Context: an optimization exercise on an open-source flow, tuned for small area. The choices shown serve that exercise and are no tape-out recipe. Function not checked in this run: the RTL went through the layout flow alone.

`flow/flow/run.sh`:
```
#!/bin/bash
# The standard layout flow, with one change: the buffers that
# buffer_ports puts on every input and output port are the smallest buffer
# cell (buf_1) instead of the cell buffer_ports picks by default.
set -euo pipefail
export BUFFER_PORTS_ARGS="-buffer_cell sky130_fd_sc_hd__buf_1"
bash standard.sh finish > standard.log 2>&1
```
`flow/constraint.sdc`:
```
create_clock -name core_clock -period 5.0 [get_ports {clk}]
set_input_delay 1.0000 -clock core_clock [delete_from_list [all_inputs] [get_ports {clk}]]
set_output_delay 1.0000 -clock core_clock [all_outputs]
set_load 0.01 [all_outputs]
```
`flow/design.v`:
```
module pulse_arrays_fa (input wire a, input wire b, input wire c, output wire s, output wire co);
    assign {co, s} = a + b + c;
endmodule
module pulse_arrays_ha (input wire a, input wire b, output wire s, output wire co);
    assign {co, s} = a + b;
endmodule
module pulse_arrays_mac (
    input  wire [7:0]  a,
    input  wire [7:0]  b,
    input  wire [15:0] acc,
    output wire [15:0] y
);
    wire pp_0_0 = a[0] & b[0];
    wire pp_0_1 = a[0] & b[1];
    wire pp_0_2 = a[0] & b[2];
    wire pp_0_3 = a[0] & b[3];
    wire pp_0_4 = a[0] & b[4];
    wire pp_0_5 = a[0] & b[5];
    wire pp_0_6 = a[0] & b[6];
    wire pp_0_7 = a[0] & b[7];
    wire pp_1_0 = a[1] & b[0];
    wire pp_1_1 = a[1] & b[1];
    wire pp_1_2 = a[1] & b[2];
    wire pp_1_3 = a[1] & b[3];
    wire pp_1_4 = a[1] & b[4];
    wire pp_1_5 = a[1] & b[5];
    wire pp_1_6 = a[1] & b[6];
    wire pp_1_7 = a[1] & b[7];
    wire pp_2_0 = a[2] & b[0];
    wire pp_2_1 = a[2] & b[1];
    wire pp_2_2 = a[2] & b[2];
    wire pp_2_3 = a[2] & b[3];
    wire pp_2_4 = a[2] & b[4];
    wire pp_2_5 = a[2] & b[5];
    wire pp_2_6 = a[2] & b[6];
    wire pp_2_7 = a[2] & b[7];
    wire pp_3_0 = a[3] & b[0];
    wire pp_3_1 = a[3] & b[1];
    wire pp_3_2 = a[3] & b[2];
    wire pp_3_3 = a[3] & b[3];
    wire pp_3_4 = a[3] & b[4];
    wire pp_3_5 = a[3] & b[5];
    wire pp_3_6 = a[3] & b[6];
    wire pp_3_7 = a[3] & b[7];
    wire pp_4_0 = a[4] & b[0];
    wire pp_4_1 = a[4] & b[1];
    wire pp_4_2 = a[4] & b[2];
    wire pp_4_3 = a[4] & b[3];
    wire pp_4_4 = a[4] & b[4];
    wire pp_4_5 = a[4] & b[5];
    wire pp_4_6 = a[4] & b[6];
    wire pp_4_7 = a[4] & b[7];
    wire pp_5_0 = a[5] & b[0];
    wire pp_5_1 = a[5] & b[1];
    wire pp_5_2 = a[5] & b[2];
    wire pp_5_3 = a[5] & b[3];
    wire pp_5_4 = a[5] & b[4];
    wire pp_5_5 = a[5] & b[5];
    wire pp_5_6 = a[5] & b[6];
    wire pp_5_7 = a[5] & b[7];
    wire pp_6_0 = a[6] & b[0];
    wire pp_6_1 = a[6] & b[1];
    wire pp_6_2 = a[6] & b[2];
    wire pp_6_3 = a[6] & b[3];
    wire pp_6_4 = a[6] & b[4];
    wire pp_6_5 = a[6] & b[5];
    wire pp_6_6 = a[6] & b[6];
    wire pp_6_7 = a[6] & b[7];
    wire pp_7_0 = a[7] & b[0];
    wire pp_7_1 = a[7] & b[1];
    wire pp_7_2 = a[7] & b[2];
    wire pp_7_3 = a[7] & b[3];
    wire pp_7_4 = a[7] & b[4];
    wire pp_7_5 = a[7] & b[5];
    wire pp_7_6 = a[7] & b[6];
    wire pp_7_7 = a[7] & b[7];
    wire s0, c0;
    pulse_arrays_ha u1 (.a(acc[0]), .b(pp_0_0), .s(s0), .co(c0));
    wire s1, c1;
    pulse_arrays_fa u2 (.a(acc[1]), .b(pp_0_1), .c(pp_1_0), .s(s1), .co(c1));
    wire s2, c2;
    pulse_arrays_ha u3 (.a(c0), .b(s1), .s(s2), .co(c2));
    wire s3, c3;
    pulse_arrays_fa u4 (.a(acc[2]), .b(pp_0_2), .c(pp_1_1), .s(s3), .co(c3));
    wire s4, c4;
    pulse_arrays_fa u5 (.a(pp_2_0), .b(c1), .c(s3), .s(s4), .co(c4));
    wire s5, c5;
    pulse_arrays_fa u6 (.a(acc[3]), .b(pp_0_3), .c(pp_1_2), .s(s5), .co(c5));
    wire s6, c6;
    pulse_arrays_fa u7 (.a(pp_2_1), .b(pp_3_0), .c(c3), .s(s6), .co(c6));
    wire s7, c7;
    pulse_arrays_ha u8 (.a(s5), .b(c4), .s(s7), .co(c7));
    wire s8, c8;
    pulse_arrays_fa u9 (.a(acc[4]), .b(pp_0_4), .c(pp_1_3), .s(s8), .co(c8));
    wire s9, c9;
    pulse_arrays_fa u10 (.a(pp_2_2), .b(pp_3_1), .c(pp_4_0), .s(s9), .co(c9));
    wire s10, c10;
    pulse_arrays_fa u11 (.a(c5), .b(s8), .c(s9), .s(s10), .co(c10));
    wire s11, c11;
    pulse_arrays_ha u12 (.a(c6), .b(s10), .s(s11), .co(c11));
    wire s12, c12;
    pulse_arrays_fa u13 (.a(acc[5]), .b(pp_0_5), .c(pp_1_4), .s(s12), .co(c12));
    wire s13, c13;
    pulse_arrays_fa u14 (.a(pp_2_3), .b(pp_3_2), .c(pp_4_1), .s(s13), .co(c13));
    wire s14, c14;
    pulse_arrays_fa u15 (.a(pp_5_0), .b(c8), .c(c9), .s(s14), .co(c14));
    wire s15, c15;
    pulse_arrays_fa u16 (.a(s12), .b(s13), .c(c10), .s(s15), .co(c15));
    wire s16, c16;
    pulse_arrays_ha u17 (.a(s14), .b(c11), .s(s16), .co(c16));
    wire s17, c17;
    pulse_arrays_fa u18 (.a(acc[6]), .b(pp_0_6), .c(pp_1_5), .s(s17), .co(c17));
    wire s18, c18;
    pulse_arrays_fa u19 (.a(pp_2_4), .b(pp_3_3), .c(pp_4_2), .s(s18), .co(c18));
    wire s19, c19;
    pulse_arrays_fa u20 (.a(pp_5_1), .b(pp_6_0), .c(c12), .s(s19), .co(c19));
    wire s20, c20;
    pulse_arrays_fa u21 (.a(c13), .b(s17), .c(s18), .s(s20), .co(c20));
    wire s21, c21;
    pulse_arrays_fa u22 (.a(c14), .b(s19), .c(s20), .s(s21), .co(c21));
    wire s22, c22;
    pulse_arrays_ha u23 (.a(c15), .b(c16), .s(s22), .co(c22));
    wire s23, c23;
    pulse_arrays_fa u24 (.a(acc[7]), .b(pp_0_7), .c(pp_1_6), .s(s23), .co(c23));
    wire s24, c24;
    pulse_arrays_fa u25 (.a(pp_2_5), .b(pp_3_4), .c(pp_4_3), .s(s24), .co(c24));
    wire s25, c25;
    pulse_arrays_fa u26 (.a(pp_5_2), .b(pp_6_1), .c(pp_7_0), .s(s25), .co(c25));
    wire s26, c26;
    pulse_arrays_fa u27 (.a(c17), .b(c18), .c(s23), .s(s26), .co(c26));
    wire s27, c27;
    pulse_arrays_fa u28 (.a(s24), .b(s25), .c(c19), .s(s27), .co(c27));
    wire s28, c28;
    pulse_arrays_fa u29 (.a(c20), .b(s26), .c(s27), .s(s28), .co(c28));
    wire s29, c29;
    pulse_arrays_ha u30 (.a(c21), .b(c22), .s(s29), .co(c29));
    wire s30, c30;
    pulse_arrays_fa u31 (.a(acc[8]), .b(pp_1_7), .c(pp_2_6), .s(s30), .co(c30));
    wire s31, c31;
    pulse_arrays_fa u32 (.a(pp_3_5), .b(pp_4_4), .c(pp_5_3), .s(s31), .co(c31));
    wire s32, c32;
    pulse_arrays_fa u33 (.a(pp_6_2), .b(pp_7_1), .c(c23), .s(s32), .co(c32));
    wire s33, c33;
    pulse_arrays_fa u34 (.a(c24), .b(c25), .c(s30), .s(s33), .co(c33));
    wire s34, c34;
    pulse_arrays_fa u35 (.a(s31), .b(c26), .c(s32), .s(s34), .co(c34));
    wire s35, c35;
    pulse_arrays_fa u36 (.a(s33), .b(c27), .c(s34), .s(s35), .co(c35));
    wire s36, c36;
    pulse_arrays_ha u37 (.a(c28), .b(c29), .s(s36), .co(c36));
    wire s37, c37;
    pulse_arrays_fa u38 (.a(acc[9]), .b(pp_2_7), .c(pp_3_6), .s(s37), .co(c37));
    wire s38, c38;
    pulse_arrays_fa u39 (.a(pp_4_5), .b(pp_5_4), .c(pp_6_3), .s(s38), .co(c38));
    wire s39, c39;
    pulse_arrays_fa u40 (.a(pp_7_2), .b(c30), .c(c31), .s(s39), .co(c39));
    wire s40, c40;
    pulse_arrays_fa u41 (.a(s37), .b(s38), .c(c32), .s(s40), .co(c40));
    wire s41, c41;
    pulse_arrays_fa u42 (.a(c33), .b(s39), .c(s40), .s(s41), .co(c41));
    wire s42, c42;
    pulse_arrays_fa u43 (.a(c34), .b(c35), .c(s41), .s(s42), .co(c42));
    wire s43, c43;
    pulse_arrays_fa u44 (.a(acc[10]), .b(pp_3_7), .c(pp_4_6), .s(s43), .co(c43));
    wire s44, c44;
    pulse_arrays_fa u45 (.a(pp_5_5), .b(pp_6_4), .c(pp_7_3), .s(s44), .co(c44));
    wire s45, c45;
    pulse_arrays_fa u46 (.a(c37), .b(c38), .c(s43), .s(s45), .co(c45));
    wire s46, c46;
    pulse_arrays_fa u47 (.a(s44), .b(c39), .c(s45), .s(s46), .co(c46));
    wire s47, c47;
    pulse_arrays_fa u48 (.a(c40), .b(s46), .c(c41), .s(s47), .co(c47));
    wire s48, c48;
    pulse_arrays_fa u49 (.a(acc[11]), .b(pp_4_7), .c(pp_5_6), .s(s48), .co(c48));
    wire s49, c49;
    pulse_arrays_fa u50 (.a(pp_6_5), .b(pp_7_4), .c(c43), .s(s49), .co(c49));
    wire s50, c50;
    pulse_arrays_fa u51 (.a(c44), .b(s48), .c(c45), .s(s50), .co(c50));
    wire s51, c51;
    pulse_arrays_fa u52 (.a(s49), .b(c46), .c(s50), .s(s51), .co(c51));
    wire s52, c52;
    pulse_arrays_fa u53 (.a(acc[12]), .b(pp_5_7), .c(pp_6_6), .s(s52), .co(c52));
    wire s53, c53;
    pulse_arrays_fa u54 (.a(pp_7_5), .b(c48), .c(s52), .s(s53), .co(c53));
    wire s54, c54;
    pulse_arrays_fa u55 (.a(c49), .b(s53), .c(c50), .s(s54), .co(c54));
    wire s55, c55;
    pulse_arrays_fa u56 (.a(acc[13]), .b(pp_6_7), .c(pp_7_6), .s(s55), .co(c55));
    wire s56, c56;
    pulse_arrays_fa u57 (.a(c52), .b(s55), .c(c53), .s(s56), .co(c56));
    wire s57, c57;
    pulse_arrays_fa u58 (.a(acc[14]), .b(pp_7_7), .c(c55), .s(s57), .co(c57));
    wire s58, c58;
    pulse_arrays_ha u59 (.a(c2), .b(s4), .s(s58), .co(c58));
    wire s59, c59;
    pulse_arrays_ha u60 (.a(s6), .b(s7), .s(s59), .co(c59));
    wire s60, c60;
    pulse_arrays_ha u61 (.a(c7), .b(s11), .s(s60), .co(c60));
    wire s61, c61;
    pulse_arrays_ha u62 (.a(s15), .b(s16), .s(s61), .co(c61));
    wire s62, c62;
    pulse_arrays_ha u63 (.a(s21), .b(s22), .s(s62), .co(c62));
    wire s63, c63;
    pulse_arrays_ha u64 (.a(s28), .b(s29), .s(s63), .co(c63));
    wire s64, c64;
    pulse_arrays_ha u65 (.a(s35), .b(s36), .s(s64), .co(c64));
    wire s65, c65;
    pulse_arrays_ha u66 (.a(c36), .b(s42), .s(s65), .co(c65));
    wire s66, c66;
    pulse_arrays_ha u67 (.a(c42), .b(s47), .s(s66), .co(c66));
    wire s67, c67;
    pulse_arrays_ha u68 (.a(s51), .b(c47), .s(s67), .co(c67));
    wire s68, c68;
    pulse_arrays_ha u69 (.a(c51), .b(s54), .s(s68), .co(c68));
    wire s69, c69;
    pulse_arrays_ha u70 (.a(s56), .b(c54), .s(s69), .co(c69));
    wire s70, c70;
    pulse_arrays_ha u71 (.a(s57), .b(c56), .s(s70), .co(c70));
    wire p13 = acc[15] ^ c57;
    wire gg71 = c59 | (s59 & c58);
    wire pp71 = s59 & s58;
    wire gg72 = c61 | (s61 & c60);
    wire pp72 = s61 & s60;
    wire gg73 = c63 | (s63 & c62);
    wire pp73 = s63 & s62;
    wire gg74 = c65 | (s65 & c64);
    wire pp74 = s65 & s64;
    wire gg75 = c67 | (s67 & c66);
    wire pp75 = s67 & s66;
    wire gg76 = c69 | (s69 & c68);
    wire pp76 = s69 & s68;
    wire gg77 = 1'b0 | (p13 & c70);
    wire pp77 = p13 & s70;
    wire gg78 = gg72 | (pp72 & gg71);
    wire pp78 = pp72 & pp71;
    wire gg79 = gg74 | (pp74 & gg73);
    wire pp79 = pp74 & pp73;
    wire gg80 = gg76 | (pp76 & gg75);
    wire pp80 = pp76 & pp75;
    wire gg81 = gg79 | (pp79 & gg78);
    wire pp81 = pp79 & pp78;
    wire gg82 = gg80 | (pp80 & gg81);
    wire pp82 = pp80 & pp81;
    wire gg83 = gg73 | (pp73 & gg78);
    wire pp83 = pp73 & pp78;
    wire gg84 = gg75 | (pp75 & gg81);
    wire pp84 = pp75 & pp81;
    wire gg85 = gg77 | (pp77 & gg82);
    wire pp85 = pp77 & pp82;
    wire gg86 = c60 | (s60 & gg71);
    wire pp86 = s60 & pp71;
    wire gg87 = c62 | (s62 & gg78);
    wire pp87 = s62 & pp78;
    wire gg88 = c64 | (s64 & gg83);
    wire pp88 = s64 & pp83;
    wire gg89 = c66 | (s66 & gg81);
    wire pp89 = s66 & pp81;
    wire gg90 = c68 | (s68 & gg84);
    wire pp90 = s68 & pp84;
    wire gg91 = c70 | (s70 & gg82);
    wire pp91 = s70 & pp82;
    assign y = {(p13 ^ gg91), (s70 ^ gg82), (s69 ^ gg90), (s68 ^ gg84), (s67 ^ gg89), (s66 ^ gg81), (s65 ^ gg88), (s64 ^ gg83), (s63 ^ gg87), (s62 ^ gg78), (s61 ^ gg86), (s60 ^ gg71), (s59 ^ c58), s58, s2, s0};
endmodule
module pulse_arrays #(
    parameter   WIDTH_left     =   8,
    parameter   WIDTH_up       =   8,
    parameter   WIDTH_out      =   16,
    parameter   Mritx_M   =   4,
    parameter   Mritx_N   =   4,
    parameter   Mritx_L   =   4,
    parameter   Mritx_LOG2_size  =   10
)(
    input   clk,
    input   rst,
    input   wire    valid_left,
    input   wire    valid_up,
    input   wire  [31:0]   left,
    input   wire  [31:0]   up,
    output  reg     ready,
    output  wire  [63:0]   product
);
reg  [4:0] cnt;      
reg        first;    
reg        last;     
always @(posedge clk) begin
    if (!rst) begin
        cnt   <= 5'd0;
        ready <= 1'b0;
        first <= 1'b0;
        last  <= 1'b0;
    end else begin
        first <= (cnt[1:0] == 2'd2);
        last  <= (cnt[1:0] == 2'd1);
        if (cnt == 5'd0) begin
            ready <= 1'b1;
            if (valid_left & valid_up)
                cnt <= 5'd1;
        end else begin
            ready <= (cnt == 5'd24);
            cnt   <= (cnt == 5'd24) ? 5'd0 : cnt + 5'd1;
        end
    end
end
reg  [7:0] b [0:15];
integer n;
always @(posedge clk) begin
    for (n = 1; n < 16; n = n + 1)
        if (n % 4 != 0) b[n] <= b[n-1];
    b[0]  <= valid_up ? up[7:0]   : b[15];
    b[4]  <= valid_up ? up[15:8]  : b[3];
    b[8]  <= valid_up ? up[23:16] : b[7];
    b[12] <= valid_up ? up[31:24] : b[11];
end
reg  [7:0]  a0 [0:3], a1 [0:3], a2 [0:3], a3 [0:3];
reg  [15:0] acc [0:3];
reg  [15:0] r0 [0:3], r1 [0:3], r2 [0:3];
wire [15:0] sum [0:3];
genvar i;
generate
    for (i = 0; i < 4; i = i + 1) begin : row
        pulse_arrays_mac mac (
            .a   (a2[i]),
            .b   (b[2]),
            .acc (first ? 16'd0 : acc[i]),
            .y   (sum[i])
        );
        always @(posedge clk) begin
            a0[i]  <= valid_left ? left[8*i +: 8] : a3[i];
            a1[i]  <= a0[i];
            a2[i]  <= a1[i];
            a3[i]  <= a2[i];
            acc[i] <= sum[i];
            r0[i]  <= last ? sum[i] : r2[i];
            r1[i]  <= r0[i];
            r2[i]  <= r1[i];
        end
        assign product[16*i +: 16] = r0[i];
    end
endgenerate
endmodule
```
`flow/standard.sh`:
```
#!/bin/bash
# synth_recipe.tcl (not shown) runs the flow's synth.tcl, then flattens the netlist and writes it again
# the make line also repeats each setting of config.mk as NAME=value (left out here)
make -C /OpenROAD-flow-scripts/flow DESIGN_CONFIG=/design/flow/config.mk WORK_HOME=/design/flow/orfs CLKGATE_MAP_FILE= SYNTH_SCRIPT=/design/flow/synth_recipe.tcl "${@:-finish}"
```
`flow/config.mk`:
```
export PLATFORM = sky130hd
export DESIGN_NAME = pulse_arrays
export DESIGN_NICKNAME = pulse_arrays
export VERILOG_FILES = /design/flow/design.v
export SDC_FILE = /design/flow/constraint.sdc
export NUM_CORES = 4
export LEC_CHECK = 0
export CAP_MARGIN = 20
export CORE_MARGIN = 2
export CORE_UTILIZATION = 40
export CTS_BUF_LIST = sky130_fd_sc_hd__clkbuf_8
export CTS_CLUSTER_DIAMETER = 60
export CTS_CLUSTER_SIZE = 16
export PLACE_DENSITY = 0.6
export SLEW_MARGIN = 20
export SYNTH_HIERARCHICAL = 1
```
==> impl_metrics.json <==
{
  "cap_violations": 0,
  "hold_class": "register to register",
  "htreeDepth": 2,
  "final_area_sq_um": 22900,
  "r2r_slack_ns": 0.25,
  "grt_first_pass_wirelength_um": 65800,
  "synth_mux_area_share_pct": 7.09,
  "max_freq_mhz": 210,
  "ys_seq_area_share_pct": 50.8,
  "final_layout_size_suffix_gt1_share_pct": 14.7,
  "grt_overflow": 0,
  "first_pass_iters": 6,
  "ant_nets": 0,
  "cts_tree": "done",
  "wl_um": 40500,
  "place_congestion": 0.833,
  "syn_area_sq_um": 20500,
  "crit_fanout": 13,
  "holdBufCountCts": 0,
  "nFillCells": 4572,
  "cts_sinks": 520,
  "layout_setup_ws_ns": 0.245,
  "required_ns": 5.53,
  "hold_depth": 0,
  "dp_slack_ns": 0.0680,
  "die_h_um": 230,
  "synth.distinct_cells": 32,
  "num_vias": 10900,
  "hold-worst-slack_ns": 0.313,
  "grt_usage_pct": 15.9,
  "grt_pass1_vias": 12200,
  "worst_slew_margin_rel_pct": 32.6,
  "critPathLaunchType": "register",
  "fin_crit_ns": 4.75,
  "start_util_pct": 40.6,
  "syn_nets": 1866,
  "hold_start": "r1[2][11]",
  "multi_input_area_sq_um": 9880,
  "reg2reg_from": "first",
  "synth_cells": 1482,
  "synth_compound_area_share_pct": 1.53,
  "setup_viol": 0,
  "grt_max_degree": 35,
  "nets": 2048,
  "drv_slew": 0,
  "antennaDiodeCount": 0,
  "clk_latency_ns": 0.67,
  "die_width_um": 230,
  "yosys_warnings": 25,
  "cts.root.buffer_cell": "clkbuf_8",
  "ff2ff_path_depth": 16,
  "worst_ep_arrival_time_ns": 5.29,
  "route.detailed.drc": 0,
  "hold_viol": 0,
  "rr_endpoint": "r0[2][15]",
  "synth_top_family_by_area": "adder cells",
  "dp.final_hpwl_um": 28700,
  "wl_per_cell_um": 17.2,
  "setup_tns_ns": 0,
  "skew_ns": 0.0534,
  "io_pins": 133,
  "placed_cell_area_sq_um": 22000,
  "worst_setup_path_end_kind": "register",
  "synthXorXnorAreaFrac_pct": 1.28,
  "regArea_sq_um": 10400,
  "syn_to_final_growth_pct": 11.9,
  "viasPerCell": 4.62,
  "min_period_over_period_pct": 95.1,
  "antenna_found_initial": 1,
  "worstMarginPinSlew_ns": 1.01,
  "status": "finished clean",
  "rows": 82,
  "holdPathEnd": "r2[2][11]",
  "crit_type": "register to register",
  "synth.avg_cell_area_sq_um": 13.8,
  "synthSimpleGateAreaFrac_pct": 11.5,
  "synth_seq_cells": 520,
  "io_buffers": 132,
  "design.die.area_sq_um": 53000,
  "core-area_sq_um": 50400,
  "clk_pin_slew_ns": 0.09,
  "numCtsBuffers": 44,
  "drtIter0Drc": 339,
  "synthAdderAreaFrac_pct": 26.6,
  "clk_path_buf_depth": 3
}
repair_timing:
action / in CTS / in global routing
resized for setup: 1 / 13
buffers inserted: 0 / 0
setup endpoints to repair: 2 / 15
endpoints found under the hold margin: 0 / 0
cloned: 0 / 1
Yosys stat by module (local to each module, per instance):
| module | cells | copies in the design | flops+latches |
|---|---|---|---|
| pulse_arrays_mac | 108 | 4 | 0 |
| pulse_arrays_ha | 1 | 84 | 0 |
| pulse_arrays | 766 | 1 | 520 |
| pulse_arrays_fa | 1 | 200 | 0 |
Yosys cell counts:
master	n	area share, %
nand4b_1	1	0.043
inv_1	12	0.22
and2_1	258	7.9
nor2_1	25	0.46
buf_4	12	0.44
and3_1	1	0.031
mux2_2	128	7.0
o211ai_1	4	0.15
a311o_1	1	0.049
ha_1	116	7.1
o21bai_1	4	0.15
mux2i_1	1	0.049
a31o_1	1	0.043
a211oi_1	1	0.037
clkbuf_1	9	0.16
o21ai_0	10	0.24
nand2_1	12	0.22
fa_1	200	20
and3_2	1	0.037
buf_2	13	0.32
nand4_1	9	0.27
xnor2_1	25	1.1
a21oi_1	20	0.49
nor2b_1	65	2.0
xor2_1	5	0.21
nand3_1	10	0.24
and4_1	4	0.17
dfxtp_1	520	51
or2_2	4	0.12
a2111oi_1	1	0.049
a21o_1	8	0.29
a31oi_1	1	0.031
how the worst max path moves through the flow:
stage                        from   endpoint  slack (ns)  cells past startpoint
after global routing        first  r0[2][15]      -0.003                     16
after detailed placement  b[2][2]  r0[0][15]        0.07                     17
after floorplan             first  r0[0][15]        0.27                     17
after CTS                   first  r0[3][15]        0.01                     16
final                       first  r0[2][15]        0.25                     16
after global placement      first  r0[3][15]        0.15                     16
per-layer routing:
layer	vias up	share of wire, %	global-route usage, %
met3	68	4.6	3.65
met5	-	0.047	0
met1	5463	46	21.1
met4	2	2.2	4.44
met2	191	47	26.1
li1	5155	-	-
kinds of logic after synthesis:
kind of cell | Yosys count
mux | 129
buf+inv | 46
xor+xnor | 30
fa+ha+maj | 316
compound gates | 51
simple gates | 390
flops | 520
through the flow:
| stage | std cells | utilization [%] |
|---|---|---|
| detailed placement | 2289 | 43.7 |
| CTS | 2352 | 45.3 |
| global placement | 2289 | 43.7 |
| global route | 2353 | 45.5 |
| floorplan | 1482 | - |
| finish | 2353 | 45.5 |
cells in the final DEF (no fill, tap or decap), drive strengths merged, types with 5 or more instances in the layout:
cell type / count
o21ai: 10
clkbuf: 50
buf: 167
nand2: 12
inv: 22
a21o: 8
mux2: 128
and2: 258
nor2: 25
xnor2: 25
a21oi: 20
ha: 116
fa: 200
nand3: 10
xor2: 5
nor2b: 65
nand4: 9
dfxtp: 520
registers in the layout, indices dropped and copies added, names as in the netlist:
| name | flops |
|---|---|
| first | 1 |
| r1 | 64 |
| b | 128 |
| acc | 64 |
| ready | 1 |
| a0 | 32 |
| cnt | 5 |
| a3 | 32 |
| r0 | 64 |
| last | 1 |
| r2 | 64 |
| a1 | 32 |
| a2 | 32 |
cell type report:
cell class,instances,area share (%)
clock buffers,47,2.82
clock inverters,16,0.830
inverters,12,0.197
multi-input cells,916,43.1
flip-flops and latches,520,45.5
well taps,672,3.67
repair buffers,170,3.91
worst max-delay path, cell delays in order, from the launching register on:
cell	delay [ns]
dfxtp_4	0.41
buf_12	0.18
nor2b_1	0.09
fa_1	0.45
fa_1	0.45
fa_1	0.48
fa_1	0.41
fa_1	0.48
ha_1	0.37
a21oi_2	0.17
nand3_1	0.10
a21oi_2	0.19
o21ai_0	0.14
ha_1	0.19
nor2_1	0.13
xnor2_1	0.09
mux2_2	0.27

-- port drivers added, routing unchanged --
No port has a modelled driver above. Below, the same layout with a new extraction and two added sets of constraints.
Step 1, drivers: a clkbuf_16 drives clk and a buf_2 each remaining input, both assumed.
Step 2 also shifts input and output timing later by t, the mid clock arrival at the registers, as if the neighbouring blocks saw the same clock.
Three values: no drivers, after step 1, after step 2; two values: the first two.
shift t [ns]: 0.694
slack for setup (ns): 0.245 / 0.245 / 0.245
clock arrival spread, ns: 0.053 / 0.053
After both steps this run still meets setup and hold. The setup slack of this run moves by 0.000 ns with the drivers and by 0.000 ns with both steps.
